What follows belongs to an exercise in optimizing a design on an open flow for small area and a short achievable clock period; a production flow would make more cautious choices. For this run, only the layout was checked, not whether the RTL still works. Power and IR drop assume default switching activity.

**flow/design.v**
```verilog
module CORDIC_pipelined (
    input clk,
    input logic signed[15:0] angle,
    output logic signed[15:0] sin, cos
);
logic [15:0] a_q;
logic s_q;
logic [14:0] u1_q;
logic [1:0] e1_q;    
logic [13:0] u2_q;
logic [2:0] e2_q;    
logic [13:0] u3_q;
logic [3:0] e3_q;    
logic [12:0] u4_q;
logic [4:0] e4_q;    
logic [12:0] u5_q;
logic [5:0] e5_q;    
logic [12:0] u6_q;
logic [6:0] e6_q;    
logic [7:0] e7_q;
logic [31:0] rom_d;
logic s_in;
assign s_in = angle[15] ^ (|angle[14:0]);
logic s0;
assign s0 = s_q;
logic [16:0] v0;
assign v0 = (s0 ? {1'b0, a_q} : {~a_q[15], ~a_q}) - (s0 ? 17'd12868 : 17'd12866);
logic [14:0] f1;
assign f1 = v0[14:0] ^ {15{v0[16]}};
logic [14:0] u1;
assign u1 = f1;
logic [15:0] v1;
assign v1 = {1'b0, u1_q} - 16'd7596;
logic [13:0] f2;
assign f2 = v1[13:0] ^ {14{v1[15]}};
logic [13:0] u2;
assign u2 = f2;
logic [14:0] v2;
assign v2 = {1'b0, u2_q} - 15'd4013;
logic [13:0] f3;
assign f3 = v2[13:0] ^ {14{v2[14]}};
logic [13:0] u3;
assign u3 = f3;
logic [14:0] v3;
assign v3 = {1'b0, u3_q} - 15'd2037;
logic [12:0] f4;
assign f4 = v3[12:0] ^ {13{v3[14]}};
logic [12:0] u4;
assign u4 = f4;
logic [13:0] v4;
assign v4 = {1'b0, u4_q} - 14'd1022;
logic [12:0] f5;
assign f5 = v4[12:0] ^ {13{v4[13]}};
logic [12:0] u5;
assign u5 = f5;
logic [13:0] v5;
assign v5 = {1'b0, u5_q} - 14'd511;
logic [12:0] f6;
assign f6 = v5[12:0] ^ {13{v5[13]}};
logic [12:0] u6;
assign u6 = f6;
logic [13:0] v6;
assign v6 = {1'b0, u6_q} - 14'd255;
always_ff @(posedge clk) begin
    a_q <= angle;
    s_q <= s_in;
    u1_q <= u1;
    e1_q <= {s0, v0[16]};
    u2_q <= u2;
    e2_q <= {e1_q, v1[15]};
    u3_q <= u3;
    e3_q <= {e2_q, v2[14]};
    u4_q <= u4;
    e4_q <= {e3_q, v3[14]};
    u5_q <= u5;
    e5_q <= {e4_q, v4[13]};
    u6_q <= u6;
    e6_q <= {e5_q, v5[13]};
    e7_q <= {e6_q, v6[13]};
    {sin, cos} <= rom_d;
end
cordic_rom rom_i (.d(e7_q), .q(rom_d));
endmodule
module cordic_rom(d, q);
  input [7:0] d;
  wire [7:0] d;
  output [31:0] q;
  wire [31:0] q;
  wire _0_;
  wire _100_;
  wire _101_;
  wire _102_;
  wire _103_;
  wire _104_;
  wire _105_;
  wire _106_;
  wire _107_;
  wire _108_;
  wire _109_;
  wire _10_;
  wire _110_;
  wire _111_;
  wire _112_;
  wire _113_;
  wire _114_;
  wire _115_;
  wire _116_;
  wire _117_;
  wire _118_;
  wire _119_;
  wire _11_;
  wire _120_;
  wire _121_;
  wire _122_;
  wire _123_;
  wire _124_;
  wire _125_;
  wire _126_;
  wire _127_;
  wire _128_;
  wire _129_;
  wire _12_;
  wire _130_;
  wire _131_;
  wire _132_;
  wire _133_;
  wire _134_;
  wire _135_;
  wire _136_;
  wire _137_;
  wire _138_;
  wire _139_;
  wire _13_;
  wire _140_;
  wire _141_;
  wire _142_;
  wire _143_;
  wire _144_;
  wire _145_;
  wire _146_;
  wire _147_;
  wire _148_;
  wire _149_;
  wire _14_;
  wire _150_;
  wire _151_;
  wire _152_;
  wire _153_;
  wire _154_;
  wire _155_;
  wire _156_;
  wire _157_;
  wire _158_;
  wire _159_;
  wire _15_;
  wire _160_;
  wire _161_;
  wire _162_;
  wire _163_;
  wire _164_;
  wire _165_;
  wire _166_;
  wire _167_;
  wire _168_;
  wire _169_;
  wire _16_;
  wire _170_;
  wire _171_;
  wire _172_;
  wire _173_;
  wire _174_;
  wire _175_;
  wire _176_;
  wire _177_;
  wire _178_;
  wire _179_;
  wire _17_;
  wire _180_;
  wire _181_;
  wire _182_;
  wire _183_;
  wire _184_;
  wire _185_;
  wire _186_;
  wire _187_;
  wire _188_;
  wire _189_;
  wire _18_;
  wire _190_;
  wire _191_;
  wire _192_;
  wire _193_;
  wire _194_;
  wire _195_;
  wire _196_;
  wire _197_;
  wire _198_;
  wire _199_;
  wire _19_;
  wire _1_;
  wire _200_;
  wire _201_;
  wire _202_;
  wire _203_;
  wire _204_;
  wire _205_;
  wire _206_;
  wire _207_;
  wire _208_;
  wire _209_;
  wire _20_;
  wire _210_;
  wire _211_;
  wire _212_;
  wire _213_;
  wire _214_;
  wire _215_;
  wire _216_;
  wire _217_;
  wire _218_;
  wire _219_;
  wire _21_;
  wire _220_;
  wire _221_;
  wire _222_;
  wire _223_;
  wire _224_;
  wire _225_;
  wire _226_;
  wire _227_;
  wire _228_;
  wire _229_;
  wire _22_;
  wire _230_;
  wire _231_;
  wire _232_;
  wire _233_;
  wire _234_;
  wire _235_;
  wire _236_;
  wire _237_;
  wire _238_;
  wire _239_;
  wire _23_;
  wire _240_;
  wire _241_;
  wire _242_;
  wire _243_;
  wire _244_;
  wire _245_;
  wire _246_;
  wire _247_;
  wire _248_;
  wire _249_;
  wire _24_;
  wire _250_;
  wire _251_;
  wire _252_;
  wire _253_;
  wire _254_;
  wire _255_;
  wire _256_;
  wire _257_;
  wire _258_;
  wire _259_;
  wire _25_;
  wire _260_;
  wire _261_;
  wire _262_;
  wire _263_;
  wire _264_;
  wire _265_;
  wire _266_;
  wire _267_;
  wire _268_;
  wire _269_;
  wire _26_;
  wire _270_;
  wire _271_;
  wire _272_;
  wire _273_;
  wire _274_;
  wire _275_;
  wire _276_;
  wire _277_;
  wire _278_;
  wire _279_;
  wire _27_;
  wire _280_;
  wire _281_;
  wire _282_;
  wire _283_;
  wire _284_;
  wire _285_;
  wire _286_;
  wire _287_;
  wire _288_;
  wire _289_;
  wire _28_;
  wire _290_;
  wire _291_;
  wire _292_;
  wire _293_;
  wire _294_;
  wire _295_;
  wire _296_;
  wire _297_;
  wire _298_;
  wire _299_;
  wire _29_;
  wire _2_;
  wire _300_;
  wire _301_;
  wire _302_;
  wire _303_;
  wire _304_;
  wire _305_;
  wire _306_;
  wire _307_;
  wire _308_;
  wire _309_;
  wire _30_;
  wire _310_;
  wire _311_;
  wire _312_;
  wire _313_;
  wire _314_;
  wire _315_;
  wire _316_;
  wire _317_;
  wire _318_;
  wire _319_;
  wire _31_;
  wire _320_;
  wire _321_;
  wire _322_;
  wire _323_;
  wire _324_;
  wire _325_;
  wire _326_;
  wire _327_;
  wire _328_;
  wire _329_;
  wire _32_;
  wire _330_;
  wire _331_;
  wire _332_;
  wire _333_;
  wire _334_;
  wire _335_;
  wire _336_;
  wire _337_;
  wire _338_;
  wire _339_;
  wire _33_;
  wire _340_;
  wire _341_;
  wire _342_;
  wire _343_;
  wire _344_;
  wire _345_;
  wire _346_;
  wire _347_;
  wire _348_;
  wire _349_;
  wire _34_;
  wire _350_;
  wire _351_;
  wire _352_;
  wire _353_;
  wire _354_;
  wire _355_;
  wire _356_;
  wire _357_;
  wire _358_;
  wire _359_;
  wire _35_;
  wire _360_;
  wire _361_;
  wire _362_;
  wire _363_;
  wire _364_;
  wire _365_;
  wire _366_;
  wire _367_;
  wire _368_;
  wire _369_;
  wire _36_;
  wire _370_;
  wire _371_;
  wire _372_;
  wire _373_;
  wire _374_;
  wire _375_;
  wire _376_;
  wire _377_;
  wire _378_;
  wire _379_;
  wire _37_;
  wire _380_;
  wire _381_;
  wire _382_;
  wire _383_;
  wire _384_;
  wire _385_;
  wire _386_;
  wire _387_;
  wire _388_;
  wire _389_;
  wire _38_;
  wire _390_;
  wire _391_;
  wire _392_;
  wire _393_;
  wire _394_;
  wire _395_;
  wire _396_;
  wire _397_;
  wire _398_;
  wire _399_;
  wire _39_;
  wire _3_;
  wire _400_;
  wire _401_;
  wire _402_;
  wire _403_;
  wire _404_;
  wire _405_;
  wire _406_;
  wire _407_;
  wire _408_;
  wire _409_;
  wire _40_;
  wire _410_;
  wire _411_;
  wire _412_;
  wire _413_;
  wire _414_;
  wire _415_;
  wire _416_;
  wire _417_;
  wire _418_;
  wire _419_;
  wire _41_;
  wire _420_;
  wire _421_;
  wire _422_;
  wire _423_;
  wire _424_;
  wire _425_;
  wire _426_;
  wire _427_;
  wire _428_;
  wire _429_;
  wire _42_;
  wire _430_;
  wire _431_;
  wire _432_;
  wire _433_;
  wire _434_;
  wire _435_;
  wire _436_;
  wire _437_;
  wire _438_;
  wire _439_;
  wire _43_;
  wire _440_;
  wire _441_;
  wire _442_;
  wire _443_;
  wire _444_;
  wire _445_;
  wire _446_;
  wire _447_;
  wire _448_;
  wire _449_;
  wire _44_;
  wire _450_;
  wire _451_;
  wire _452_;
  wire _453_;
  wire _454_;
  wire _455_;
  wire _456_;
  wire _457_;
  wire _458_;
  wire _459_;
  wire _45_;
  wire _460_;
  wire _461_;
  wire _462_;
  wire _463_;
  wire _464_;
  wire _465_;
  wire _466_;
  wire _467_;
  wire _468_;
  wire _469_;
  wire _46_;
  wire _470_;
  wire _471_;
  wire _472_;
  wire _473_;
  wire _474_;
  wire _475_;
  wire _476_;
  wire _477_;
  wire _478_;
  wire _479_;
  wire _47_;
  wire _480_;
  wire _481_;
  wire _482_;
  wire _483_;
  wire _484_;
  wire _485_;
  wire _486_;
  wire _487_;
  wire _488_;
  wire _489_;
  wire _48_;
  wire _490_;
  wire _491_;
  wire _492_;
  wire _493_;
  wire _494_;
  wire _495_;
  wire _496_;
  wire _497_;
  wire _498_;
  wire _499_;
  wire _49_;
  wire _4_;
  wire _500_;
  wire _501_;
  wire _502_;
  wire _503_;
  wire _504_;
  wire _505_;
  wire _506_;
  wire _507_;
  wire _508_;
  wire _509_;
  wire _50_;
  wire _510_;
  wire _511_;
  wire _512_;
  wire _513_;
  wire _514_;
  wire _515_;
  wire _516_;
  wire _517_;
  wire _518_;
  wire _519_;
  wire _51_;
  wire _520_;
  wire _521_;
  wire _522_;
  wire _523_;
  wire _524_;
  wire _525_;
  wire _526_;
  wire _527_;
  wire _528_;
  wire _529_;
  wire _52_;
  wire _530_;
  wire _531_;
  wire _532_;
  wire _533_;
  wire _534_;
  wire _535_;
  wire _536_;
  wire _537_;
  wire _538_;
  wire _539_;
  wire _53_;
  wire _540_;
  wire _541_;
  wire _542_;
  wire _543_;
  wire _544_;
  wire _545_;
  wire _546_;
  wire _547_;
  wire _548_;
  wire _549_;
  wire _54_;
  wire _550_;
  wire _551_;
  wire _552_;
  wire _553_;
  wire _554_;
  wire _555_;
  wire _556_;
  wire _557_;
  wire _558_;
  wire _559_;
  wire _55_;
  wire _560_;
  wire _561_;
  wire _562_;
  wire _563_;
  wire _564_;
  wire _565_;
  wire _566_;
  wire _567_;
  wire _568_;
  wire _569_;
  wire _56_;
  wire _570_;
  wire _571_;
  wire _572_;
  wire _573_;
  wire _574_;
  wire _575_;
  wire _576_;
  wire _577_;
  wire _578_;
  wire _579_;
  wire _57_;
  wire _580_;
  wire _581_;
  wire _582_;
  wire _583_;
  wire _584_;
  wire _585_;
  wire _586_;
  wire _587_;
  wire _588_;
  wire _589_;
  wire _58_;
  wire _590_;
  wire _591_;
  wire _592_;
  wire _593_;
  wire _594_;
  wire _595_;
  wire _596_;
  wire _597_;
  wire _598_;
  wire _599_;
  wire _59_;
  wire _5_;
  wire _600_;
  wire _601_;
  wire _602_;
  wire _603_;
  wire _604_;
  wire _605_;
  wire _606_;
  wire _607_;
  wire _608_;
  wire _609_;
  wire _60_;
  wire _610_;
  wire _611_;
  wire _612_;
  wire _613_;
  wire _614_;
  wire _615_;
  wire _616_;
  wire _617_;
  wire _618_;
  wire _619_;
  wire _61_;
  wire _620_;
  wire _621_;
  wire _622_;
  wire _623_;
  wire _624_;
  wire _625_;
  wire _626_;
  wire _627_;
  wire _628_;
  wire _629_;
  wire _62_;
  wire _630_;
  wire _631_;
  wire _632_;
  wire _633_;
  wire _634_;
  wire _635_;
  wire _636_;
  wire _637_;
  wire _638_;
  wire _639_;
  wire _63_;
  wire _640_;
  wire _641_;
  wire _642_;
  wire _643_;
  wire _644_;
  wire _645_;
  wire _646_;
  wire _647_;
  wire _648_;
  wire _649_;
  wire _64_;
  wire _650_;
  wire _651_;
  wire _652_;
  wire _653_;
  wire _654_;
  wire _655_;
  wire _656_;
  wire _657_;
  wire _658_;
  wire _659_;
  wire _65_;
  wire _660_;
  wire _661_;
  wire _662_;
  wire _663_;
  wire _664_;
  wire _665_;
  wire _666_;
  wire _667_;
  wire _668_;
  wire _669_;
  wire _66_;
  wire _670_;
  wire _671_;
  wire _672_;
  wire _673_;
  wire _674_;
  wire _675_;
  wire _676_;
  wire _677_;
  wire _678_;
  wire _679_;
  wire _67_;
  wire _680_;
  wire _681_;
  wire _682_;
  wire _683_;
  wire _684_;
  wire _685_;
  wire _686_;
  wire _687_;
  wire _688_;
  wire _689_;
  wire _68_;
  wire _690_;
  wire _691_;
  wire _692_;
  wire _693_;
  wire _694_;
  wire _695_;
  wire _696_;
  wire _697_;
  wire _698_;
  wire _699_;
  wire _69_;
  wire _6_;
  wire _700_;
  wire _701_;
  wire _702_;
  wire _703_;
  wire _704_;
  wire _705_;
  wire _706_;
  wire _707_;
  wire _708_;
  wire _709_;
  wire _70_;
  wire _710_;
  wire _711_;
  wire _712_;
  wire _713_;
  wire _714_;
  wire _715_;
  wire _716_;
  wire _717_;
  wire _718_;
  wire _719_;
  wire _71_;
  wire _720_;
  wire _721_;
  wire _722_;
  wire _723_;
  wire _724_;
  wire _725_;
  wire _726_;
  wire _727_;
  wire _728_;
  wire _729_;
  wire _72_;
  wire _730_;
  wire _731_;
  wire _732_;
  wire _733_;
  wire _734_;
  wire _735_;
  wire _736_;
  wire _737_;
  wire _738_;
  wire _739_;
  wire _73_;
  wire _740_;
  wire _741_;
  wire _742_;
  wire _743_;
  wire _744_;
  wire _745_;
  wire _746_;
  wire _747_;
  wire _748_;
  wire _749_;
  wire _74_;
  wire _750_;
  wire _751_;
  wire _752_;
  wire _753_;
  wire _754_;
  wire _755_;
  wire _756_;
  wire _757_;
  wire _758_;
  wire _759_;
  wire _75_;
  wire _760_;
  wire _761_;
  wire _762_;
  wire _763_;
  wire _764_;
  wire _765_;
  wire _766_;
  wire _767_;
  wire _768_;
  wire _769_;
  wire _76_;
  wire _770_;
  wire _771_;
  wire _772_;
  wire _773_;
  wire _774_;
  wire _775_;
  wire _776_;
  wire _777_;
  wire _778_;
  wire _779_;
  wire _77_;
  wire _780_;
  wire _781_;
  wire _782_;
  wire _783_;
  wire _784_;
  wire _785_;
  wire _786_;
  wire _78_;
  wire _79_;
  wire _7_;
  wire _80_;
  wire _81_;
  wire _82_;
  wire _83_;
  wire _84_;
  wire _85_;
  wire _86_;
  wire _87_;
  wire _88_;
  wire _89_;
  wire _8_;
  wire _90_;
  wire _91_;
  wire _92_;
  wire _93_;
  wire _94_;
  wire _95_;
  wire _96_;
  wire _97_;
  wire _98_;
  wire _99_;
  wire _9_;
  assign _540_ = _678_ | ~(_663_);
  assign _539_ = _648_ & ~(_540_);
  assign _538_ = _539_ | _594_;
  assign _537_ = _538_ | _541_;
  assign _536_ = _692_ & _740_;
  assign _535_ = _671_ & ~(_576_);
  assign _534_ = _535_ | _536_;
  assign _533_ = ~_741_;
  assign _532_ = _533_ & ~(_611_);
  assign _531_ = d[0] | ~(d[4]);
  assign _530_ = d[3] ? _663_ : _531_;
  assign _529_ = _747_ & ~(_530_);
  assign _528_ = _529_ | _532_;
  assign _527_ = _528_ | _534_;
  assign _526_ = _527_ | _537_;
  assign _525_ = _526_ | _544_;
  assign _524_ = _525_ | _618_;
  assign _523_ = _525_ & _618_;
  assign _522_ = _523_ | d[6];
  assign _521_ = _524_ & ~(_522_);
  assign q[23] = _521_ | _548_;
  assign _520_ = ~(_722_ & _746_);
  assign _519_ = ~(_520_ | _563_);
  assign _518_ = _519_ | _606_;
  assign _517_ = _712_ | _671_;
  assign _516_ = _517_ | _518_;
  assign _515_ = _692_ & ~(_722_);
  assign _514_ = ~(_515_ | _726_);
  assign _513_ = _642_ & ~(_678_);
  assign _512_ = _513_ & ~(_707_);
  assign _511_ = ~(_670_ | _713_);
  assign _510_ = _543_ & ~(_511_);
  assign _509_ = ~(_510_ | _512_);
  assign _508_ = ~(_509_ & _514_);
  assign _507_ = d[2] | d[0];
  assign _506_ = ~(_507_ | _678_);
  assign _505_ = ~(_506_ | _536_);
  assign _504_ = _642_ & ~(_505_);
  assign _503_ = _504_ | _508_;
  assign _502_ = ~_612_;
  assign _501_ = ~(_670_ | _705_);
  assign _500_ = _501_ & ~(_609_);
  assign _499_ = _606_ | _745_;
  assign _498_ = _499_ & ~(_500_);
  assign _497_ = _502_ & ~(_498_);
  assign _496_ = _663_ | _630_;
  assign _495_ = _735_ & ~(_741_);
  assign _494_ = _496_ & ~(_495_);
  assign _493_ = _747_ & ~(_494_);
  assign _492_ = _493_ | _497_;
  assign _491_ = _492_ | _503_;
  assign _490_ = _516_ & ~(_491_);
  assign _489_ = _490_ ^ d[7];
  assign _488_ = _723_ & ~(_489_);
  assign _487_ = ~(_663_ | _714_);
  assign _486_ = _656_ | _701_;
  assign _485_ = d[3] & ~(_745_);
  assign _484_ = _680_ & _740_;
  assign _483_ = _484_ | _485_;
  assign _482_ = _483_ | _486_;
  assign _481_ = ~(_482_ | _487_);
  assign _480_ = _670_ & ~(_566_);
  assign _479_ = _698_ | ~(_678_);
  assign _478_ = _479_ | d[2];
  assign _477_ = _531_ | _595_;
  assign _476_ = _478_ & ~(_477_);
  assign _475_ = _476_ | _480_;
  assign _474_ = _481_ & ~(_475_);
  assign _473_ = _474_ ^ _619_;
  assign _472_ = _635_ & ~(_473_);
  assign q[22] = _472_ | _488_;
  assign _471_ = _747_ & ~(_745_);
  assign _470_ = ~(_713_ & _471_);
  assign _469_ = _470_ & ~(_575_);
  assign _468_ = _612_ & ~(d[0]);
  assign _467_ = _469_ & ~(_468_);
  assign _466_ = d[4] & ~(_467_);
  assign _465_ = ~_698_;
  assign _464_ = _669_ | _465_;
  assign _463_ = d[0] & ~(_464_);
  assign _462_ = _463_ | _532_;
  assign _461_ = ~(_612_ & _692_);
  assign _460_ = d[1] & ~(_461_);
  assign _459_ = _705_ | _642_;
  assign _458_ = d[1] & ~(_459_);
  assign _457_ = _458_ | _460_;
  assign _456_ = _627_ & ~(_478_);
  assign _455_ = _456_ | _457_;
  assign _454_ = _455_ | _462_;
  assign _453_ = _454_ | _466_;
  assign _452_ = d[6] & ~(_453_);
  assign _451_ = d[0] & ~(d[5]);
  assign _450_ = _451_ & ~(d[3]);
  assign _449_ = _599_ & ~(_450_);
  assign _448_ = _449_ | _695_;
  assign _447_ = _496_ & ~(_463_);
  assign _446_ = d[1] & ~(_447_);
  assign _445_ = _716_ & ~(_531_);
  assign _444_ = _445_ | _542_;
  assign _443_ = _507_ & _737_;
  assign _442_ = _443_ | _444_;
  assign _441_ = _442_ | _446_;
  assign _440_ = _663_ | d[1];
  assign _439_ = _698_ & ~(_440_);
  assign _438_ = _565_ & ~(_583_);
  assign _437_ = _438_ | _439_;
  assign _436_ = _437_ | _471_;
  assign _435_ = _436_ & ~(d[2]);
  assign _434_ = ~(_722_ | _714_);
  assign _433_ = _692_ & ~(_583_);
  assign _432_ = _433_ | d[6];
  assign _431_ = _432_ | _434_;
  assign _430_ = _431_ | _435_;
  assign _429_ = _430_ | _441_;
  assign _428_ = _448_ & ~(_429_);
  assign _427_ = _428_ | _452_;
  assign _426_ = d[2] & ~(d[7]);
  assign _425_ = _733_ & ~(_426_);
  assign _424_ = _565_ & ~(_425_);
  assign _423_ = d[6] & ~(d[5]);
  assign _422_ = ~_423_;
  assign _421_ = _424_ & ~(_422_);
  assign _420_ = d[7] & ~(_421_);
  assign _419_ = _663_ | _642_;
  assign _418_ = _677_ & ~(_419_);
  assign _417_ = _418_ | _727_;
  assign _416_ = _747_ & ~(_648_);
  assign _415_ = ~(_416_ | _417_);
  assign _414_ = _683_ | d[4];
  assign _413_ = _716_ & ~(_414_);
  assign _412_ = _413_ | _513_;
  assign _411_ = _412_ | _436_;
  assign _410_ = ~(_411_ | _441_);
  assign _409_ = _410_ & ~(_415_);
  assign _408_ = _409_ | _618_;
  assign q[21] = _427_ ? _420_ : _408_;
  assign _407_ = _565_ & ~(_743_);
  assign _406_ = ~(_630_ | _714_);
  assign _405_ = _461_ & ~(_406_);
  assign _404_ = _405_ & ~(_608_);
  assign _403_ = _404_ | _407_;
  assign _402_ = _433_ | _694_;
  assign _401_ = _402_ | _541_;
  assign _400_ = ~(_507_ & _714_);
  assign _399_ = _419_ & ~(_672_);
  assign _398_ = _399_ | _486_;
  assign _397_ = _400_ & ~(_398_);
  assign _396_ = _397_ | _401_;
  assign _395_ = _403_ & ~(_396_);
  assign _394_ = ~(_479_ | _745_);
  assign _393_ = ~(_692_ & _642_);
  assign _392_ = _684_ & _607_;
  assign _391_ = _393_ & ~(_392_);
  assign _390_ = ~(_391_ | _533_);
  assign _389_ = _390_ | _394_;
  assign _388_ = _395_ & ~(_389_);
  assign _387_ = _619_ & ~(_451_);
  assign _386_ = _387_ | _388_;
  assign _385_ = _471_ | d[7];
  assign _384_ = _385_ | ~(_388_);
  assign _383_ = ~(_384_ & _635_);
  assign _382_ = _386_ & ~(_383_);
  assign _381_ = _701_ & ~(_658_);
  assign _380_ = _381_ | _592_;
  assign _379_ = _380_ | _581_;
  assign _378_ = _642_ ? _746_ : _745_;
  assign _377_ = _698_ & ~(_378_);
  assign _376_ = ~(_377_ | _379_);
  assign _375_ = _609_ | d[5];
  assign _374_ = ~(_375_ | _574_);
  assign _373_ = _706_ ? _745_ : _375_;
  assign _372_ = ~(_595_ | _740_);
  assign _371_ = ~_372_;
  assign _370_ = _642_ ? _542_ : _371_;
  assign _369_ = _373_ & ~(_370_);
  assign _368_ = _565_ & ~(_369_);
  assign _367_ = _368_ | _374_;
  assign _366_ = _376_ & ~(_367_);
  assign _365_ = _439_ | _619_;
  assign _364_ = _366_ & ~(_365_);
  assign _363_ = _723_ & ~(_364_);
  assign _362_ = _647_ | _619_;
  assign _361_ = _362_ | _434_;
  assign _360_ = _361_ ^ _366_;
  assign _359_ = _363_ & ~(_360_);
  assign q[20] = _359_ | _382_;
  assign _358_ = ~(_612_ & d[0]);
  assign _357_ = _358_ | _698_;
  assign _356_ = _656_ | ~(_739_);
  assign _355_ = _356_ | _406_;
  assign _354_ = _357_ & ~(_355_);
  assign _353_ = ~(_680_ & _744_);
  assign _352_ = _642_ & ~(_531_);
  assign _351_ = ~(_352_ | _570_);
  assign _350_ = ~(_351_ & _353_);
  assign _349_ = _354_ & ~(_350_);
  assign _348_ = _349_ | _619_;
  assign _347_ = d[7] & ~(_416_);
  assign _346_ = _349_ & ~(_347_);
  assign _345_ = _346_ | _731_;
  assign _344_ = _348_ & ~(_345_);
  assign _343_ = _344_ | _727_;
  assign _342_ = d[7] & ~(d[6]);
  assign _341_ = _565_ ? _710_ : _701_;
  assign _340_ = _341_ & ~(_609_);
  assign _339_ = _566_ & ~(_358_);
  assign _338_ = _339_ | _340_;
  assign _337_ = ~(_678_ | _741_);
  assign _336_ = _704_ & ~(_337_);
  assign _335_ = d[1] & ~(_336_);
  assign _334_ = _335_ | _338_;
  assign _333_ = _377_ | ~(_469_);
  assign _332_ = _680_ & ~(d[0]);
  assign _331_ = d[2] ? _352_ : _332_;
  assign _330_ = ~(_648_ | _690_);
  assign _329_ = _330_ | _506_;
  assign _328_ = _329_ | _331_;
  assign _327_ = _328_ | _333_;
  assign _326_ = _327_ | _334_;
  assign _325_ = _342_ & ~(_326_);
  assign _324_ = ~(_683_ & _747_);
  assign _323_ = d[1] & ~(d[5]);
  assign _322_ = ~(_583_ | _696_);
  assign _321_ = _322_ | _323_;
  assign _320_ = _321_ | ~(_324_);
  assign _319_ = ~(_320_ & _684_);
  assign _318_ = _713_ & ~(_375_);
  assign _317_ = _670_ | _710_;
  assign _316_ = ~(_696_ & _565_);
  assign _315_ = _317_ & ~(_316_);
  assign _314_ = d[7] | d[6];
  assign _313_ = _314_ | _315_;
  assign _312_ = _313_ | _318_;
  assign _311_ = _319_ & ~(_312_);
  assign _310_ = _451_ & ~(_725_);
  assign _309_ = _405_ & ~(_310_);
  assign _308_ = _577_ & ~(_309_);
  assign _307_ = _713_ & ~(_661_);
  assign _306_ = _479_ & ~(_419_);
  assign _305_ = _306_ | _307_;
  assign _304_ = _305_ | _308_;
  assign _303_ = _311_ & ~(_304_);
  assign _302_ = _303_ | _325_;
  assign q[19] = _343_ & ~(_302_);
  assign _301_ = _479_ | d[1];
  assign _300_ = d[2] & ~(d[0]);
  assign _299_ = ~(_300_ | _670_);
  assign _298_ = _299_ | _301_;
  assign _297_ = _501_ | _710_;
  assign _296_ = _300_ | _746_;
  assign _295_ = _297_ & ~(_296_);
  assign _294_ = _295_ | _417_;
  assign _293_ = _298_ & ~(_294_);
  assign _292_ = d[1] ? d[2] : _515_;
  assign _291_ = _292_ & _407_;
  assign _290_ = _332_ & _323_;
  assign _289_ = _641_ & ~(_609_);
  assign _288_ = _289_ | _633_;
  assign _287_ = _288_ | _290_;
  assign _286_ = _287_ | _291_;
  assign _285_ = _293_ & ~(_286_);
  assign _284_ = ~(_520_ | _630_);
  assign _283_ = _692_ & _735_;
  assign _282_ = ~_283_;
  assign _281_ = ~(_282_ & _464_);
  assign _280_ = ~(_281_ | _284_);
  assign _279_ = _495_ | d[6];
  assign _278_ = _595_ & _680_;
  assign _277_ = _628_ & _612_;
  assign _276_ = _277_ | _278_;
  assign _275_ = _276_ | _279_;
  assign _274_ = _465_ & ~(_440_);
  assign _273_ = _513_ & ~(_740_);
  assign _272_ = _273_ | _274_;
  assign _271_ = _272_ | _275_;
  assign _270_ = _280_ & ~(_271_);
  assign _269_ = _270_ | _285_;
  assign _268_ = _669_ & ~(_296_);
  assign _267_ = ~(_670_ & _746_);
  assign _266_ = ~(_267_ & _496_);
  assign _265_ = _266_ | _268_;
  assign _264_ = _265_ | _705_;
  assign _263_ = d[5] & ~(d[6]);
  assign _262_ = _663_ | ~(_725_);
  assign _261_ = _263_ & ~(_262_);
  assign _260_ = _422_ & ~(_261_);
  assign _259_ = _264_ & ~(_260_);
  assign _258_ = _618_ & ~(_259_);
  assign _257_ = _423_ & ~(_265_);
  assign _256_ = _257_ | _617_;
  assign q[18] = _269_ ? _258_ : _256_;
  assign _255_ = d[4] & ~(_663_);
  assign _254_ = _255_ & ~(_398_);
  assign _253_ = _735_ & ~(_459_);
  assign _252_ = d[0] & ~(_658_);
  assign _251_ = _252_ & ~(_725_);
  assign _250_ = _251_ | _253_;
  assign _249_ = ~(_710_ & d[4]);
  assign _248_ = _372_ & ~(_249_);
  assign _247_ = _277_ | _322_;
  assign _246_ = _247_ | _248_;
  assign _245_ = _246_ | _250_;
  assign _244_ = ~(_245_ | _254_);
  assign _243_ = _747_ & ~(_662_);
  assign _242_ = _679_ & ~(_706_);
  assign _241_ = _242_ | _513_;
  assign _240_ = _241_ | _417_;
  assign _239_ = ~(_240_ | _243_);
  assign _238_ = ~(_239_ & _244_);
  assign _237_ = _511_ & ~(_515_);
  assign _236_ = _237_ | _577_;
  assign _235_ = _542_ & ~(_630_);
  assign _234_ = _432_ | ~(_470_);
  assign _233_ = _506_ & _520_;
  assign _232_ = d[4] ? d[3] : d[2];
  assign _231_ = _232_ & _451_;
  assign _230_ = _231_ | _233_;
  assign _229_ = _230_ | _234_;
  assign _228_ = _229_ | _235_;
  assign _227_ = _236_ & ~(_228_);
  assign _226_ = _238_ & ~(_227_);
  assign _225_ = ~(_226_ | _365_);
  assign _224_ = _399_ & ~(_248_);
  assign _223_ = _671_ ? _670_ : _669_;
  assign _222_ = _223_ | _371_;
  assign _221_ = _672_ & ~(_222_);
  assign _220_ = _221_ | _224_;
  assign _219_ = _407_ & _662_;
  assign _218_ = d[6] & ~(_570_);
  assign _217_ = _218_ & ~(_219_);
  assign _216_ = ~(_217_ & _220_);
  assign _215_ = _721_ & ~(_514_);
  assign _214_ = _618_ & ~(_215_);
  assign _213_ = _735_ & ~(_563_);
  assign _212_ = _705_ & ~(_663_);
  assign _211_ = _212_ & ~(_571_);
  assign _210_ = _232_ & _628_;
  assign _209_ = ~(_210_ | _318_);
  assign _208_ = _209_ & ~(_211_);
  assign _207_ = _208_ & ~(_213_);
  assign _206_ = _207_ | d[6];
  assign _205_ = ~(_206_ & _214_);
  assign _204_ = _216_ & ~(_205_);
  assign q[17] = _204_ | _225_;
  assign _203_ = ~_595_;
  assign _202_ = _713_ | ~(_741_);
  assign _201_ = _203_ & ~(_202_);
  assign _200_ = _635_ & ~(_201_);
  assign _199_ = _604_ | _677_;
  assign _198_ = _648_ & _698_;
  assign _197_ = _650_ ? _199_ : _198_;
  assign _196_ = _200_ & ~(_197_);
  assign _195_ = d[6] & ~(d[7]);
  assign _194_ = ~_195_;
  assign _193_ = _641_ & ~(_194_);
  assign _192_ = _337_ & ~(_619_);
  assign _191_ = _690_ & ~(_192_);
  assign _190_ = _191_ | _746_;
  assign _189_ = _656_ | ~(_715_);
  assign _188_ = _189_ | ~(_723_);
  assign _187_ = _190_ & ~(_188_);
  assign _186_ = _187_ | _193_;
  assign q[16] = _186_ | _196_;
  assign q[15] = _730_ & ~(_732_);
  assign _185_ = d[6] & ~(_424_);
  assign _184_ = _185_ | q[15];
  assign _183_ = ~(_184_ | _719_);
  assign _182_ = _183_ & _635_;
  assign q[14] = _182_ | q[15];
  assign q[13] = ~_183_;
  assign _181_ = d[6] & ~(_711_);
  assign _180_ = _181_ | _700_;
  assign q[12] = _180_ | _184_;
  assign _179_ = _674_ & ~(d[6]);
  assign _178_ = _525_ | d[6];
  assign _177_ = _183_ | ~(_688_);
  assign _176_ = _178_ & ~(_177_);
  assign q[11] = _176_ | _179_;
  assign _175_ = _671_ ? _607_ : _669_;
  assign _174_ = _175_ | d[6];
  assign _173_ = _174_ & ~(_183_);
  assign _172_ = _173_ | _652_;
  assign q[10] = _172_ & ~(_181_);
  assign _171_ = _727_ & ~(_622_);
  assign _170_ = _424_ & ~(d[5]);
  assign _169_ = _170_ | _727_;
  assign _168_ = _637_ & ~(_169_);
  assign q[9] = _168_ | _171_;
  assign _167_ = _727_ & ~(_558_);
  assign _166_ = _599_ & ~(_169_);
  assign q[8] = _166_ | _167_;
  assign _165_ = ~_342_;
  assign _164_ = _416_ & ~(_642_);
  assign _163_ = _164_ | _165_;
  assign _162_ = _680_ & ~(_507_);
  assign _161_ = _314_ | ~(_678_);
  assign _160_ = ~(_161_ | _162_);
  assign _159_ = _160_ & _626_;
  assign _158_ = _163_ & ~(_159_);
  assign _157_ = _678_ | _671_;
  assign _156_ = _157_ & ~(_471_);
  assign _155_ = _156_ & ~(_453_);
  assign _154_ = _155_ | _158_;
  assign _153_ = _337_ & ~(_154_);
  assign _152_ = _525_ | ~(_432_);
  assign _151_ = _550_ & ~(_432_);
  assign _150_ = _151_ | _170_;
  assign _149_ = _152_ & ~(_150_);
  assign q[7] = _149_ | _153_;
  assign _148_ = _625_ & ~(q[21]);
  assign _147_ = _148_ | _727_;
  assign _146_ = _680_ & ~(d[2]);
  assign _145_ = _146_ & ~(q[21]);
  assign _144_ = _147_ & ~(_145_);
  assign _143_ = _144_ | _490_;
  assign _142_ = _474_ & ~(d[6]);
  assign _141_ = _170_ ? d[6] : _142_;
  assign _140_ = _141_ | _153_;
  assign q[6] = _143_ & ~(_140_);
  assign _139_ = _426_ & ~(_696_);
  assign _138_ = _139_ & ~(_642_);
  assign _137_ = _138_ | _410_;
  assign _136_ = _706_ & ~(_137_);
  assign _135_ = _677_ & ~(_136_);
  assign _134_ = _135_ | _154_;
  assign _133_ = d[6] & ~(_137_);
  assign _132_ = _695_ | ~(_714_);
  assign _131_ = _132_ & ~(_625_);
  assign _130_ = _195_ & ~(_131_);
  assign _129_ = _130_ | _133_;
  assign q[5] = _134_ & ~(_129_);
  assign _128_ = _713_ & ~(_743_);
  assign _127_ = _128_ | _500_;
  assign _126_ = _495_ & ~(_747_);
  assign _125_ = _330_ | _126_;
  assign _124_ = ~(_125_ | _127_);
  assign _123_ = _124_ & ~(_253_);
  assign _122_ = d[2] ? d[4] : d[1];
  assign _121_ = _122_ | ~(_543_);
  assign _120_ = _121_ & ~(_506_);
  assign _119_ = d[3] & ~(_120_);
  assign _118_ = _119_ | _379_;
  assign _117_ = _123_ & ~(_118_);
  assign _116_ = d[6] & ~(_117_);
  assign _115_ = _116_ & ~(_364_);
  assign _114_ = _376_ & ~(_290_);
  assign _113_ = d[7] & ~(_114_);
  assign _112_ = _605_ & ~(d[0]);
  assign _111_ = _593_ | d[6];
  assign _110_ = _111_ | _112_;
  assign _109_ = _395_ & ~(_110_);
  assign _108_ = _109_ | _113_;
  assign _107_ = _108_ | _115_;
  assign _106_ = ~(_165_ | _388_);
  assign _105_ = _106_ | _153_;
  assign q[4] = _107_ & ~(_105_);
  assign _104_ = ~(_426_ & _653_);
  assign _103_ = _282_ & ~(_213_);
  assign _102_ = _103_ | _642_;
  assign _101_ = _641_ | ~(_324_);
  assign _100_ = ~(_507_ & _746_);
  assign _99_ = _101_ & ~(_100_);
  assign _98_ = d[1] & ~(_612_);
  assign _97_ = _479_ | ~(_583_);
  assign _96_ = _98_ & ~(_97_);
  assign _95_ = _670_ & ~(_671_);
  assign _94_ = _512_ | _95_;
  assign _93_ = _94_ | _96_;
  assign _92_ = _93_ | _99_;
  assign _91_ = _102_ & ~(_92_);
  assign _90_ = _104_ & ~(_91_);
  assign _89_ = _390_ & _653_;
  assign _88_ = _596_ & ~(_690_);
  assign _87_ = _564_ & ~(_609_);
  assign _86_ = _337_ | _571_;
  assign _85_ = ~(_86_ | _87_);
  assign _84_ = _85_ & ~(_88_);
  assign _83_ = _619_ & ~(_84_);
  assign _82_ = _83_ | _89_;
  assign _81_ = _82_ | _90_;
  assign _80_ = _619_ & ~(_616_);
  assign _79_ = _80_ | _170_;
  assign _78_ = _326_ & ~(_79_);
  assign _77_ = _658_ & _722_;
  assign _76_ = _619_ & ~(_77_);
  assign _75_ = _139_ | ~(_704_);
  assign _74_ = _75_ | _76_;
  assign _73_ = _531_ & ~(_680_);
  assign _72_ = _607_ & ~(_73_);
  assign _71_ = _72_ | _332_;
  assign _70_ = _351_ & ~(_71_);
  assign _69_ = _74_ & ~(_70_);
  assign _68_ = _69_ | _78_;
  assign q[3] = _727_ ? _81_ : _68_;
  assign _67_ = _461_ | _609_;
  assign _66_ = _658_ & ~(d[3]);
  assign _65_ = _66_ | _678_;
  assign _64_ = _695_ & ~(_746_);
  assign _63_ = _64_ & ~(_669_);
  assign _62_ = _63_ | _546_;
  assign _61_ = _65_ & ~(_62_);
  assign _60_ = ~(_128_ | _332_);
  assign _59_ = d[2] & ~(_60_);
  assign _58_ = _59_ | _374_;
  assign _57_ = _61_ & ~(_58_);
  assign _56_ = _727_ & ~(_57_);
  assign _55_ = _606_ | _743_;
  assign _54_ = _543_ & ~(d[2]);
  assign _53_ = _54_ | _381_;
  assign _52_ = _55_ & ~(_53_);
  assign _51_ = _615_ | ~(_461_);
  assign _50_ = _52_ & ~(_51_);
  assign _49_ = _697_ | _727_;
  assign _48_ = _49_ | _519_;
  assign _47_ = _50_ & ~(_48_);
  assign _46_ = ~(_406_ & d[2]);
  assign _45_ = ~(_46_ & _618_);
  assign _44_ = _45_ | _47_;
  assign _43_ = _44_ | _56_;
  assign _748_ = ~_451_;
  assign _749_ = _630_ ? q[28] : _748_;
  assign _750_ = _749_ | d[1];
  assign _751_ = _678_ ? _300_ : _485_;
  assign _752_ = _751_ & ~(_394_);
  assign _753_ = _392_ | _406_;
  assign _754_ = _753_ | _165_;
  assign _755_ = _515_ & _609_;
  assign _756_ = d[1] ? _747_ : _698_;
  assign _757_ = _756_ & _670_;
  assign _758_ = _757_ | _310_;
  assign _759_ = _758_ | _755_;
  assign _760_ = _759_ | _754_;
  assign _761_ = _760_ | _752_;
  assign _762_ = _750_ & ~(_761_);
  assign _763_ = _43_ & ~(_762_);
  assign _764_ = _67_ & ~(_763_);
  assign _765_ = ~(_479_ & _642_);
  assign _766_ = _765_ & ~(_440_);
  assign _767_ = _735_ & ~(_574_);
  assign _768_ = ~(_767_ | _460_);
  assign _769_ = ~(_768_ & _280_);
  assign _770_ = _769_ | _766_;
  assign _771_ = _618_ | _727_;
  assign _772_ = _770_ & ~(_771_);
  assign q[2] = _772_ | _764_;
  assign _773_ = _242_ & ~(_747_);
  assign _774_ = _684_ & ~(_609_);
  assign _775_ = ~(_157_ | _669_);
  assign _776_ = _775_ | _774_;
  assign _777_ = _776_ | _773_;
  assign _778_ = _777_ | _335_;
  assign _779_ = _244_ & ~(_778_);
  assign _780_ = ~(_779_ | _550_);
  assign _781_ = _630_ & _740_;
  assign _782_ = ~(_595_ | _678_);
  assign _783_ = ~(_782_ | _781_);
  assign _784_ = _630_ | ~(_451_);
  assign _785_ = _582_ | ~(_784_);
  assign _786_ = _783_ & ~(_785_);
  assign _0_ = _235_ | _437_;
  assign _1_ = _786_ & ~(_0_);
  assign _2_ = _417_ | _619_;
  assign _3_ = _2_ | _1_;
  assign _4_ = _3_ | _780_;
  assign _5_ = _671_ & ~(_518_);
  assign _6_ = _160_ & ~(_5_);
  assign _7_ = _6_ | _737_;
  assign _8_ = _745_ & ~(d[2]);
  assign _9_ = _8_ & ~(_311_);
  assign _10_ = _534_ & ~(_122_);
  assign _11_ = _10_ | _87_;
  assign _12_ = _11_ | _9_;
  assign _13_ = _7_ & ~(_12_);
  assign _14_ = _342_ & ~(_779_);
  assign _15_ = _746_ & ~(_710_);
  assign _16_ = _15_ & ~(_669_);
  assign _17_ = _716_ & _543_;
  assign _18_ = _747_ & ~(_658_);
  assign _19_ = _18_ | _565_;
  assign _20_ = _19_ | _17_;
  assign _21_ = _20_ | _16_;
  assign _22_ = _283_ & ~(_706_);
  assign _23_ = _88_ | _194_;
  assign _24_ = _23_ | _22_;
  assign _25_ = _21_ & ~(_24_);
  assign _26_ = _25_ | _14_;
  assign _27_ = _26_ | _13_;
  assign q[1] = _4_ & ~(_27_);
  assign _28_ = d[6] & ~(_690_);
  assign _29_ = d[7] & ~(_28_);
  assign _30_ = _29_ & ~(_729_);
  assign _31_ = _317_ & ~(_189_);
  assign _32_ = ~(_657_ & d[5]);
  assign _33_ = _32_ | _49_;
  assign _34_ = _479_ | _203_;
  assign _35_ = _713_ & _714_;
  assign _36_ = _35_ | d[6];
  assign _37_ = _34_ & ~(_36_);
  assign _38_ = _33_ & ~(_37_);
  assign _39_ = ~(_38_ | _31_);
  assign _40_ = ~_39_;
  assign _41_ = d[7] & d[2];
  assign _42_ = _39_ & ~(_41_);
  assign q[0] = _30_ ? _40_ : _42_;
  assign q[30] = ~_728_;
  assign _747_ = ~d[5];
  assign _746_ = ~d[1];
  assign _745_ = d[0] | d[1];
  assign _744_ = d[5] ? _746_ : _745_;
  assign _743_ = ~(d[5] & d[0]);
  assign _742_ = ~_743_;
  assign _741_ = d[3] | d[2];
  assign _740_ = d[0] & d[1];
  assign _739_ = _740_ | _741_;
  assign _738_ = _739_ | _742_;
  assign _737_ = _744_ & ~(_738_);
  assign _736_ = _737_ | _747_;
  assign _735_ = d[1] & ~(d[0]);
  assign _734_ = d[2] & ~(_735_);
  assign _733_ = d[3] & ~(_734_);
  assign _732_ = _733_ | d[4];
  assign _731_ = _736_ & ~(_732_);
  assign _730_ = ~(d[6] | d[5]);
  assign _729_ = _731_ & ~(_730_);
  assign _728_ = _729_ | d[7];
  assign _727_ = ~d[6];
  assign _726_ = d[5] & ~(_745_);
  assign _725_ = d[4] | d[3];
  assign _724_ = _726_ & ~(_725_);
  assign _723_ = _727_ & ~(_724_);
  assign _722_ = d[2] | ~(d[3]);
  assign _721_ = ~(_722_ | _735_);
  assign _720_ = d[4] & ~(_721_);
  assign _719_ = ~(_720_ | _736_);
  assign _718_ = ~(_719_ | _723_);
  assign q[29] = _718_ ^ _728_;
  assign _717_ = d[1] & ~(d[3]);
  assign _716_ = d[2] & ~(_717_);
  assign _715_ = ~(_716_ & d[5]);
  assign _714_ = ~(d[5] & d[1]);
  assign _713_ = d[4] & ~(d[3]);
  assign _712_ = _713_ & ~(_714_);
  assign _711_ = _715_ & ~(_712_);
  assign _710_ = d[5] & ~(d[3]);
  assign _709_ = _710_ & _711_;
  assign _708_ = _709_ | d[6];
  assign _707_ = ~_735_;
  assign _706_ = ~d[2];
  assign _705_ = d[5] | ~(d[4]);
  assign _704_ = _705_ | _706_;
  assign _703_ = _707_ & ~(_704_);
  assign _702_ = _720_ & ~(_703_);
  assign _701_ = d[3] & ~(d[5]);
  assign _700_ = _702_ & ~(_701_);
  assign _699_ = _708_ & ~(_700_);
  assign q[28] = _699_ ^ _728_;
  assign _698_ = d[5] & d[4];
  assign _697_ = _698_ & ~(_722_);
  assign _696_ = d[1] | ~(d[5]);
  assign _695_ = d[4] | ~(d[2]);
  assign _694_ = ~(_695_ | _696_);
  assign _693_ = ~(_694_ | _697_);
  assign _692_ = d[5] & ~(d[4]);
  assign _691_ = _692_ & ~(_745_);
  assign _690_ = ~(_692_ & d[3]);
  assign _689_ = _691_ | ~(_690_);
  assign _688_ = _693_ & ~(_689_);
  assign _687_ = _713_ & ~(d[5]);
  assign _686_ = _687_ & ~(_734_);
  assign _685_ = _706_ & ~(_745_);
  assign _684_ = d[4] & ~(d[2]);
  assign _683_ = d[3] & ~(d[0]);
  assign _682_ = _684_ & ~(_683_);
  assign _681_ = _682_ | _685_;
  assign _680_ = d[3] & ~(d[4]);
  assign _679_ = _680_ & _745_;
  assign _678_ = d[5] | d[4];
  assign _677_ = ~_678_;
  assign _676_ = _677_ | _679_;
  assign _675_ = _676_ | _681_;
  assign _674_ = ~(_675_ | _686_);
  assign _673_ = _727_ ? _688_ : _674_;
  assign q[27] = ~(_673_ ^ _728_);
  assign _672_ = ~_705_;
  assign _671_ = ~d[0];
  assign _670_ = d[2] & ~(d[3]);
  assign _669_ = _722_ & ~(_670_);
  assign _668_ = _671_ ? d[1] : _669_;
  assign _667_ = _672_ & ~(_668_);
  assign _666_ = ~(_669_ & d[0]);
  assign _665_ = d[5] & ~(_666_);
  assign _664_ = ~(_665_ | _667_);
  assign _663_ = d[2] | ~(d[0]);
  assign _662_ = d[1] ? _706_ : _663_;
  assign _661_ = ~(_662_ & d[0]);
  assign _660_ = _744_ | ~(_733_);
  assign _659_ = _661_ & ~(_660_);
  assign _658_ = d[2] | ~(d[1]);
  assign _657_ = _658_ | ~(_692_);
  assign _656_ = _684_ & _710_;
  assign _655_ = _656_ | ~(_657_);
  assign _654_ = _655_ | _659_;
  assign _653_ = _664_ & ~(_654_);
  assign _652_ = ~_653_;
  assign _651_ = _723_ ? _711_ : _652_;
  assign _650_ = _651_ ^ _728_;
  assign q[26] = ~_650_;
  assign _649_ = _692_ & ~(_663_);
  assign _648_ = d[2] | d[1];
  assign _647_ = _710_ & ~(_648_);
  assign _646_ = _696_ | _725_;
  assign _645_ = _647_ | ~(_646_);
  assign _644_ = ~(_645_ | _649_);
  assign _643_ = _686_ | _691_;
  assign _642_ = ~d[3];
  assign _641_ = _698_ & ~(_642_);
  assign _640_ = ~_690_;
  assign _639_ = d[2] ? _641_ : _640_;
  assign _638_ = _639_ | _643_;
  assign _637_ = _644_ & ~(_638_);
  assign _636_ = ~(_637_ & _727_);
  assign _635_ = d[6] & ~(_731_);
  assign _634_ = ~(_695_ | _745_);
  assign _633_ = _698_ & ~(_648_);
  assign _632_ = _633_ | ~(_646_);
  assign _631_ = _632_ | _634_;
  assign _630_ = ~(d[4] & d[3]);
  assign _629_ = ~(_630_ | _743_);
  assign _628_ = ~(d[5] | d[0]);
  assign _627_ = _657_ & ~(_628_);
  assign _626_ = ~(_717_ & d[2]);
  assign _625_ = _698_ & ~(_626_);
  assign _624_ = _625_ | ~(_627_);
  assign _623_ = _624_ | _629_;
  assign _622_ = _623_ | _631_;
  assign _621_ = _635_ & ~(_622_);
  assign _620_ = _636_ & ~(_621_);
  assign q[25] = _620_ ^ _728_;
  assign _619_ = ~d[7];
  assign _618_ = _619_ & ~(_724_);
  assign _617_ = ~_618_;
  assign _616_ = _722_ & ~(_671_);
  assign _615_ = _706_ & ~(_646_);
  assign _614_ = _657_ & ~(_615_);
  assign _613_ = _614_ | _616_;
  assign _612_ = d[3] & d[2];
  assign _611_ = d[4] ? _714_ : _743_;
  assign _610_ = _612_ & ~(_611_);
  assign _609_ = d[1] | ~(d[0]);
  assign _608_ = _710_ & ~(_609_);
  assign _607_ = ~(d[5] | d[1]);
  assign _606_ = ~(d[4] & d[2]);
  assign _605_ = _607_ & ~(_606_);
  assign _604_ = _605_ | _633_;
  assign _603_ = _604_ | _608_;
  assign _602_ = _603_ | _610_;
  assign _601_ = _713_ & ~(_668_);
  assign _600_ = _601_ | _602_;
  assign _599_ = _613_ & ~(_600_);
  assign _598_ = _599_ ^ _617_;
  assign _597_ = _727_ & ~(_598_);
  assign _596_ = ~_745_;
  assign _595_ = d[2] & d[1];
  assign _594_ = _595_ & ~(_743_);
  assign _593_ = _670_ & ~(_743_);
  assign _592_ = _593_ | _594_;
  assign _591_ = _592_ | _596_;
  assign _590_ = ~(_591_ & _641_);
  assign _589_ = _740_ | ~(_745_);
  assign _588_ = ~(_669_ & _677_);
  assign _587_ = _589_ & ~(_588_);
  assign _586_ = ~_692_;
  assign _585_ = d[0] ? _746_ : _670_;
  assign _584_ = _585_ & ~(_586_);
  assign _583_ = d[3] | d[0];
  assign _582_ = _607_ & ~(_583_);
  assign _581_ = _582_ & ~(_606_);
  assign _580_ = _581_ | _584_;
  assign _579_ = _580_ | _587_;
  assign _578_ = _590_ & ~(_579_);
  assign _577_ = ~_740_;
  assign _576_ = ~(_713_ & _706_);
  assign _575_ = _612_ & ~(d[5]);
  assign _574_ = _576_ & ~(_575_);
  assign _573_ = ~(_745_ & d[4]);
  assign _572_ = _573_ | _574_;
  assign _571_ = ~(_648_ | _630_);
  assign _570_ = _571_ & ~(d[0]);
  assign _569_ = _570_ | _697_;
  assign _568_ = _572_ & ~(_569_);
  assign _567_ = _577_ & ~(_568_);
  assign _566_ = _589_ | d[4];
  assign _565_ = ~d[4];
  assign _564_ = _670_ & ~(_565_);
  assign _563_ = _705_ & ~(_564_);
  assign _562_ = _740_ & ~(_563_);
  assign _561_ = _562_ | ~(_566_);
  assign _560_ = _561_ & ~(_669_);
  assign _559_ = _560_ | _567_;
  assign _558_ = _578_ & ~(_559_);
  assign _557_ = _558_ ^ _619_;
  assign _556_ = _635_ & ~(_557_);
  assign q[24] = _556_ | _597_;
  assign _555_ = _648_ & ~(_616_);
  assign _554_ = ~(_555_ | _586_);
  assign _553_ = _612_ | ~(_745_);
  assign _552_ = ~(_698_ & _741_);
  assign _551_ = _553_ & ~(_552_);
  assign _550_ = ~(_551_ | _554_);
  assign _549_ = _550_ ^ _619_;
  assign _548_ = _635_ & ~(_549_);
  assign _547_ = _603_ | ~(_745_);
  assign _546_ = _633_ & ~(d[0]);
  assign _545_ = _546_ | _642_;
  assign _544_ = _547_ & ~(_545_);
  assign _543_ = d[5] & ~(d[0]);
  assign _542_ = _543_ & ~(_658_);
  assign _541_ = _542_ & ~(_565_);
  assign q[31] = q[30];
endmodule
module cordic_top (
    input  logic clk,
    input  logic signed[15:0] angle,
    output logic signed[15:0] sin, cos
);
    CORDIC_pipelined dut_basic(
        .clk(clk),
        .angle(angle),
        .sin(sin),
        .cos(cos)
    );
endmodule
```
**flow/run.sh**
```bash
#!/bin/bash
# synth_recipe.tcl (not shown) runs the flow's synth.tcl, then flattens the netlist and writes it again
# the make line also repeats each setting of config.mk as NAME=value (left out here)
make -C /OpenROAD-flow-scripts/flow DESIGN_CONFIG=/design/flow/config.mk WORK_HOME=/design/flow/orfs CLKGATE_MAP_FILE= SYNTH_SCRIPT=/design/flow/synth_recipe.tcl finish
```
**flow/config.mk**
```make
export PLATFORM = sky130hd
export DESIGN_NAME = cordic_top
export DESIGN_NICKNAME = cordic_top
export VERILOG_FILES = /design/flow/design.v
export SDC_FILE = /design/flow/constraint.sdc
export NUM_CORES = 4
export LEC_CHECK = 0
export ABC_CLOCK_PERIOD_IN_PS = 2000
export CAP_MARGIN = 20
export CORE_MARGIN = 2
export CORE_UTILIZATION = 45
export SETUP_SLACK_MARGIN = 1.3
export SLEW_MARGIN = 20
```
**flow/constraint.sdc**
```tcl
create_clock -name core_clock -period 3.3 [get_ports {clk}]
set_input_delay 0.6600 -clock core_clock [delete_from_list [all_inputs] [get_ports {clk}]]
set_output_delay 0.6600 -clock core_clock [all_outputs]
set_load 0.01 [all_outputs]
```
==> run notes <==
-- state kept, by name (all words and copies together), names as in the netlist --
name,count
dut_basic.e5_q,6
dut_basic.u3_q,14
dut_basic.e3_q,4
dut_basic.cos,16
dut_basic.sin,15
dut_basic.s_q,1
dut_basic.e2_q,3
dut_basic.u2_q,14
dut_basic.e7_q,8
dut_basic.e1_q,2
dut_basic.u4_q,13
dut_basic.a_q,16
dut_basic.u1_q,15
dut_basic.u5_q,13
dut_basic.u6_q,13
dut_basic.e6_q,7
dut_basic.e4_q,5
-- cells in the final DEF (no fill, tap or decap), types with 16 or more instances in the layout --
cell	synthesis	routed
dfxtp_1	165	156
buf_4	3	144
xnor2_1	105	98
nand2_1	105	87
nor2_1	98	84
a21oi_1	74	57
o21ai_0	79	54
clkdlybuf4s50_1	0	48
buf_6	0	46
nand3_1	49	42
xor2_1	31	31
nor3_1	26	20
clkbuf_16	0	17
inv_1	29	16
o21ai_1	1	16
nand2b_1	25	16
-- cell type report --
class / count / area, um2
clock buffers: 18 / 429.2
clock inverters: 14 / 157.7
fillers: 1568 / 6331
inverters: 33 / 185.2
multi-input cells: 867 / 6904
flip-flops and latches: 165 / 3332
well taps: 270 / 337.8
repair buffers: 265 / 2623
-- stage by stage --
stage	power, mW	std cells
after floorplan	8.851	1143
after global placement	11.60	1455
after detailed placement	11.49	1455
after CTS	15.97	1607
after global routing	18.00	1632
final	17.39	1632
-- kinds of logic after synthesis --
kind of cell | count (synthesis) | synth area share
XOR/XNOR | 139 | 0.1362
adder cells (fa/ha/maj) | 20 | 0.02684
AND/OR/NAND/NOR | 382 | 0.1977
AO/OA/AOI/OAI | 314 | 0.2242
flip-flops | 165 | 0.3543
buffers and inverters | 112 | 0.04871
multiplexers | 11 | 0.01208
-- metal layers --
| metal | wire length, um | vias up | share of wire |
|---|---|---|---|
| li1 | - | 4490 | - |
| met1 | 14090 | 4582 | 0.37 |
| met2 | 15240 | 796 | 0.40 |
| met3 | 5545 | 335 | 0.15 |
| met4 | 3163 | 4 | 0.083 |
| met5 | 62 | - | 0.0016 |
-- report_power, final --
part	internal [mW]	switching, mW	leakage, nW
Sequential	2.92	0.574	1.39
Combinational	5.53	6.41	3.81
Clock	1.02	0.939	0.287
Total	9.47	7.93	5.49
-- final timing paths --
kind,startpoint,endpoint,slack [ns],cells past startpoint
hold / removal,dut_basic.e5_q[1],dut_basic.e6_q[2],0.31,0
setup reg to reg,dut_basic.e7_q[5],dut_basic.cos[6],0.63,11
hold reg to reg,dut_basic.e5_q[1],dut_basic.e6_q[2],0.31,0
setup / recovery,dut_basic.e7_q[5],dut_basic.cos[6],0.63,11
-- timing repair --
item | 4_1_cts | 5_1_grt
pin swaps | 98 | 60
setup endpoints to repair | 63 | 83
hold endpoints to repair | 0 | 0
hold buffers | 0 | 0
gates cloned | 6 | 0
buffers inserted | 114 | 25
resized for setup | 244 | 106
==> metrics.cfg <==
[run_status]
outcome=finished clean

[drt]
first_pass_iters=10
drt_wl_total_um=38100
wl_per_cell_um=23.34
vias=10210
ant_nets=0
drt_iter0_drc=1390
via_per_inst=6.254
drc=0

[grt]
grt_first_pass_wirelength_um=56080
grt_overflow=0
grt_max_degree=40
use_met2=0.4714
grt_pass1_vias=9587
antenna_found_initial=1
gr-usage-met3=0.1599
use_met1=0.4209
gr-usage-all-layers=0.3378
busiest_layer=met2

[yosys]
synth_most_common_cell=dfxtp_1
synth_commonest_cells=dfxtp_1, nand2_1, xnor2_1
yosys-top-cells-area=dfxtp_1, xnor2_1, o21ai_0
ys_warn_count=1
syn_area_mm2=0.009324
synth_area_per_cell_um2=8.157
synth_fp_nets=1180
synth-seq-cells=165
synthArstFlopShare=0
yosys.area.top_type=dfxtp_1
syn_inst=1143
ys_types=83
synth_edf_count=0
seq_area_frac_synth=0.3543
synth_top_area_share=0.3543
synth-main-ff-cell=dfxtp_1

[floorplanning]
die_x_um=147.9
core-area_mm2=0.02030
die_area_mm2=0.02189
io_pins=49
rows=52
initial_core_util=0.4593
die_h_um=147.9

[timing]
final.period_utilization=0.8078
slew-limit-headroom=0.3412
finalCriticalPeriod_ns=2.666
hold_slack_ns=0.3145
layout_setup_ws_ns=0.6342
slew_violations=0
fmax_mhz=375.1
finalSetupViolCount=0
hold_violations=0
rsz0062_at_grt=yes
worst_slew_pin_slew_ns=0.9829
fin_skew_ns=0.01993
setup-tns-final_ns=0

[clocking]
cts_sinks=165
clockBufferDepth=2
clkTransAtPathRegs_ns=0.08
insertion_delay_ns=0.44
cts_inserted_buffers=17
cts_tree=done
root_buffer=clkbuf_16
cts_max_level=4

[placed_design]
place_area_mm2=0.01070
routabilityCongestion=1.117
place_ws_ns=0.5033
portBuffers=48
dp_hpwl_um=23810

[power]
peakVddDrop_mv=0.5285
power_density_mw_per_mm2=1245
leakage_nw=5.489

[flow_run]
maxCapViolations=0

[critical_path]
max_stage_delay_ns=0.45
crit_family=compound AO/OA/AOI/OAI gates
cp-end-kind=register
critPathArrivalTime_ns=3.01
critPathLaunchType=register
cp.buffers_inverters=3
crit_path_top_delay_cell=dfxtp_4
required_ns=3.64
critPathMaxFanout=6
critical_path_class=register to register
path_cells=inv_4 -> buf_12 -> ha_4 -> inv_2 -> nor2_2 -> o211ai_1 -> o2111ai_2 -> o32ai_2 -> mux2i_2 -> mux2_4 -> a221oi_2

[final_layout]
drive_above_1_share=0.3561
fin_nets=1386
stdcell_area_mm2=0.01397
final_core_util=0.6881
syn_to_final_growth_pct=49.81
diodes=0

[min_path]
holdCritPathClass=register to register

## re-timing with driven ports
No port has a modelled driver above. Below, the same layout with a new extraction and two added sets of constraints. Step 1: set_driving_cell puts a clkbuf_16 on clk and a buf_2 on each other input, an assumption about the parent block. Step 2 adds t to the input delays and takes it off the output delays; t is the mean of the earliest and latest rising clock arrival at the registers after step 1. Input paths then give back, and output paths get back, about the clock's delay inside the block. a / b / c = ideal ports / drivers / drivers and shift; a / b = the first two.
t (ns): 0.473
slack for setup (ns): 0.634 / 0.634 / 0.634
worst setup path at the end: register to register
worst slew at a driven data input, ns: 0.03
After both steps setup and hold are still met in this run. The setup slack of this run moves by 0.000 ns with the drivers and by 0.000 ns with both steps.
